Source: an optimization exercise on an open RTL-to-GDS flow (aim: small area). Production flows keep margins and buffers that such runs may drop. Function was checked by simulation only, so behaviour that the tests miss may differ from the original.

==> flow/design.v (excerpt) <==
module goertzel
#(
	parameter [31:0] bin_coeff = 32'd16413441
)
(
    input clk,
    input reset,
    input advance_in,
    input logic signed [23:0] input_sig,
    output logic signed [63:0] power,
    output logic advance
);
Size in the first run: about 2000 cells after synthesis, roughly 0.019 sq mm of cells after synthesis.
clock: 40.0 ns
lec_check: 0
cap_margin: 20
core_margin: 2
core_utilization: 50
slew_margin: 20
standard.sh (not shown) runs the stock make flow with config.mk's settings and CLKGATE_MAP_FILE= SYNTH_SCRIPT=/design/flow/synth_recipe.tcl, a recipe that flattens the netlist after the stock synthesis.
==> flow/flow/run.sh <==
#!/bin/bash
# Layout flow: the standard flow (standard.sh) with three changes that keep
# the design, its registers and its constraints as they are:
#  1. after the standard synthesis, the combinational gates are mapped again
#     by ABC with an area-oriented script (remap.ys, remap.abc); the
#     flip-flops, full/half adders and tie cells stay as the standard
#     synthesis made them;
#  2. the input and output ports are buffered with buf_1 cells;
#  3. clock tree synthesis uses the buffers below and no dummy loads.
# Each tool's output goes to a log file of its own in this folder.
set -euo pipefail
here=$PWD
res=$here/orfs/results/sky130hd/goertzel/base
yosys_bin=/OpenROAD-flow-scripts/tools/install/yosys/bin/yosys

bash standard.sh synth > flow_1_synth.log 2>&1
cp "$res/1_2_yosys.v" "$here/std_1_2_yosys.v"
sed -e "s#@LIB@#$FLOW_HOME/platforms/sky130hd/lib/sky130_fd_sc_hd__tt_025C_1v80.lib#g" \
    -e "s#@IN@#$here/std_1_2_yosys.v#g" \
    -e "s#@OUT@#$res/1_2_yosys.v#g" \
    -e "s#@TMP@#$here/remap_tmp.v#g" -e "s#@ABC@#$here/flow/remap.abc#g" flow/remap.ys > remap_run.ys
"$yosys_bin" -s remap_run.ys > flow_2_remap.log 2>&1
rm -f "$res/1_synth.odb" "$res/1_synth.sdc"

export BUFFER_PORTS_ARGS="-buffer_cell sky130_fd_sc_hd__buf_1"
export CTS_ARGS="-sink_clustering_enable -repair_clock_nets -dont_use_dummy_load -buf_list sky130_fd_sc_hd__clkbuf_8 -sink_clustering_size 16 -sink_clustering_max_diameter 60"
bash standard.sh > flow_3_layout.log 2>&1
==> flow/flow/remap.abc <==
&get -n
&st
&deepsyn -T 60
&dch
&nf -R 1000
&put
topo
==> flow/flow/remap.ys <==
# Map the combinational gates of the standard synthesis again, for area.
# The flip-flops, full/half adders and tie cells are kept as they are.
read_liberty -ignore_miss_func @LIB@
blackbox sky130_fd_sc_hd__*df* sky130_fd_sc_hd__fa_* sky130_fd_sc_hd__ha_* sky130_fd_sc_hd__conb_*
read_verilog @IN@
hierarchy -check -top goertzel
flatten
opt -purge
abc -liberty @LIB@ -dont_use sky130_fd_sc_hd__probe* -dont_use sky130_fd_sc_hd__lpflow* -dont_use sky130_fd_sc_hd__clkdly* -dont_use sky130_fd_sc_hd__dlygate* -dont_use sky130_fd_sc_hd__dlymetal* -script @ABC@
opt_clean -purge
write_verilog -noattr -selected @TMP@
design -reset
read_liberty -lib @LIB@
read_verilog @TMP@
hierarchy -check -top goertzel
hilomap -singleton -hicell sky130_fd_sc_hd__conb_1 HI -locell sky130_fd_sc_hd__conb_1 LO
insbuf -buf sky130_fd_sc_hd__buf_4 A X
splitnets
opt_clean -purge
check -assert -mapped
tee -o remap_stat.txt stat -liberty @LIB@
write_verilog -noattr -nohex -nodec @OUT@
==> next run, changes <==
--- a/flow/design.v
+++ b/flow/design.v
@@ -116,54 +116,54 @@
 logic [ND-1:0] pneg;
 genvar gt, gc;
 generate
     for (gt = 0; gt < ND; gt++) begin : g_booth
         logic b0, b1, b2, one, two, neg;
         logic [63:0] m;
         assign b0 = bf[2*gt];
         assign b1 = bf[2*gt+1];
         assign b2 = bf[2*gt+2];
         assign one = b1 ^ b0;
         assign two = (b2 & ~b1 & ~b0) | (~b2 & b1 & b0);
-        assign neg = b2;
+        assign neg = b2 & ~(b1 & b0);
         assign m = ({64{one}} & (A << (2*gt))) | ({64{two}} & (A << (2*gt+1)));
         assign pp[gt] = (m ^ {64{neg}}) & ({64{1'b1}} << (2*gt));
         assign pneg[gt] = neg;
     end
 endgenerate
-logic [63:0] cs_s [0:ND];
-logic [63:0] cs_c [0:ND];
-assign cs_s[0] = acc_in;
-assign cs_c[0] = {59'd0, pneg[2], 1'b0, pneg[1], 1'b0, pneg[0]};
+logic [63:0] acc_x, pp1x, s1, c1, s2, c2;
+assign acc_x = acc_in | {59'd0, pneg[2], 1'b0, pneg[1], 2'b0};
+assign pp1x  = pp[1] | {63'd0, pneg[0]};
+assign c1[0] = 1'b0;
+assign c2[0] = 1'b0;
 generate
-    for (gt = 0; gt < ND; gt++) begin : g_row
-        for (gc = 0; gc < 64; gc++) begin : g_col
-            logic a0, a1, a2;
-            assign a0 = cs_s[gt][gc];
-            assign a1 = cs_c[gt][gc];
-            assign a2 = pp[gt][gc];
-            assign cs_s[gt+1][gc] = a0 ^ a1 ^ a2;
-            if (gc < 63) assign cs_c[gt+1][gc+1] = (a0 & a1) | (a2 & (a0 ^ a1));
-        end
-        assign cs_c[gt+1][0] = 1'b0;
+    for (gc = 0; gc < 64; gc++) begin : g_csa
+        logic a0, a1, a2, b0, b1, b2;
+        assign a0 = acc_x[gc];
+        assign a1 = pp[0][gc];
+        assign a2 = pp1x[gc];
+        assign s1[gc] = a0 ^ a1 ^ a2;
+        if (gc < 63) assign c1[gc+1] = (a0 & a1) | (a2 & (a0 ^ a1));
+        assign b0 = s1[gc];
+        assign b1 = c1[gc];
+        assign b2 = pp[2][gc];
+        assign s2[gc] = b0 ^ b1 ^ b2;
+        if (gc < 63) assign c2[gc+1] = (b0 & b1) | (b2 & (b0 ^ b1));
     end
 endgenerate
 logic [64:0] rc;
 assign rc[0] = op_h & r;
 generate
     for (gc = 0; gc < 64; gc++) begin : g_cpa
-        logic a0, a1;
-        assign a0 = cs_s[ND][gc];
-        assign a1 = cs_c[ND][gc];
-        assign H_next[gc] = a0 ^ a1 ^ rc[gc];
-        assign rc[gc+1] = (a0 & a1) | (rc[gc] & (a0 ^ a1));
+        assign H_next[gc] = s2[gc] ^ c2[gc] ^ rc[gc];
+        assign rc[gc+1] = (s2[gc] & c2[gc]) | (rc[gc] & (s2[gc] ^ c2[gc]));
     end
 endgenerate
 always_ff @(posedge clk) begin
     H <= H_next;
     if ((st == 5'(S_T1) && mode != 0) || (st == 5'(S_FIN) && mode == 2)) R <= H_next[PW-1:0];
     if (reset) begin
         v1 <= '0; v2 <= '0; pw <= '0;
         p <= 1'b0; n <= '0; st <= '0; mode <= '0; advance <= 1'b0;
     end else begin
         if (st != 0) st <= st + 5'd1;
         if (st == 5'(S_UPD)) begin
Effect: The changed run completed with no timing, DRC or antenna violations; core utilization shrinks by 1.0 points; critical path depth shrinks by 4; non-clock buffer count shrinks by 48; synthesized area shrinks by about 6.5%; final cell count shrinks by 13%; fmax grows by about 0.35%.

[what the ideal ports hide]
Ports are ideal in the flow. The routed layouts listed here were re-timed in OpenROAD.
Step 1 sets driving cells, clkbuf_16 on the clock port and buf_2 on the other inputs (assumed; they add their load-dependent delay and slew).
Step 2, shift: input delay + t, output delay - t, t = (earliest + latest rising clock arrival at the registers) / 2. This alone moves slack from input paths to output paths.
Slacks: no drivers / after step 1 / after step 2; pairs: no drivers / after step 1.
run | t (ns) | setup slack, ns | hold slack, ns | clock arrival spread, ns | cell pins on the clock port's net
the first run | 0.666 | 3.306 / 3.339 / 2.672 | 0.458 / 0.458 / 0.458 | 0.114 / 0.115 | 1
the second run | 0.663 | 3.433 / 3.462 / 2.798 | 0.463 / 0.463 / 0.463 | 0.057 / 0.057 | 1
After both steps every run listed still meets setup and hold. The setup slack of the second run, which loses most, moves by +0.029 ns with the drivers and by -0.635 ns with both steps.
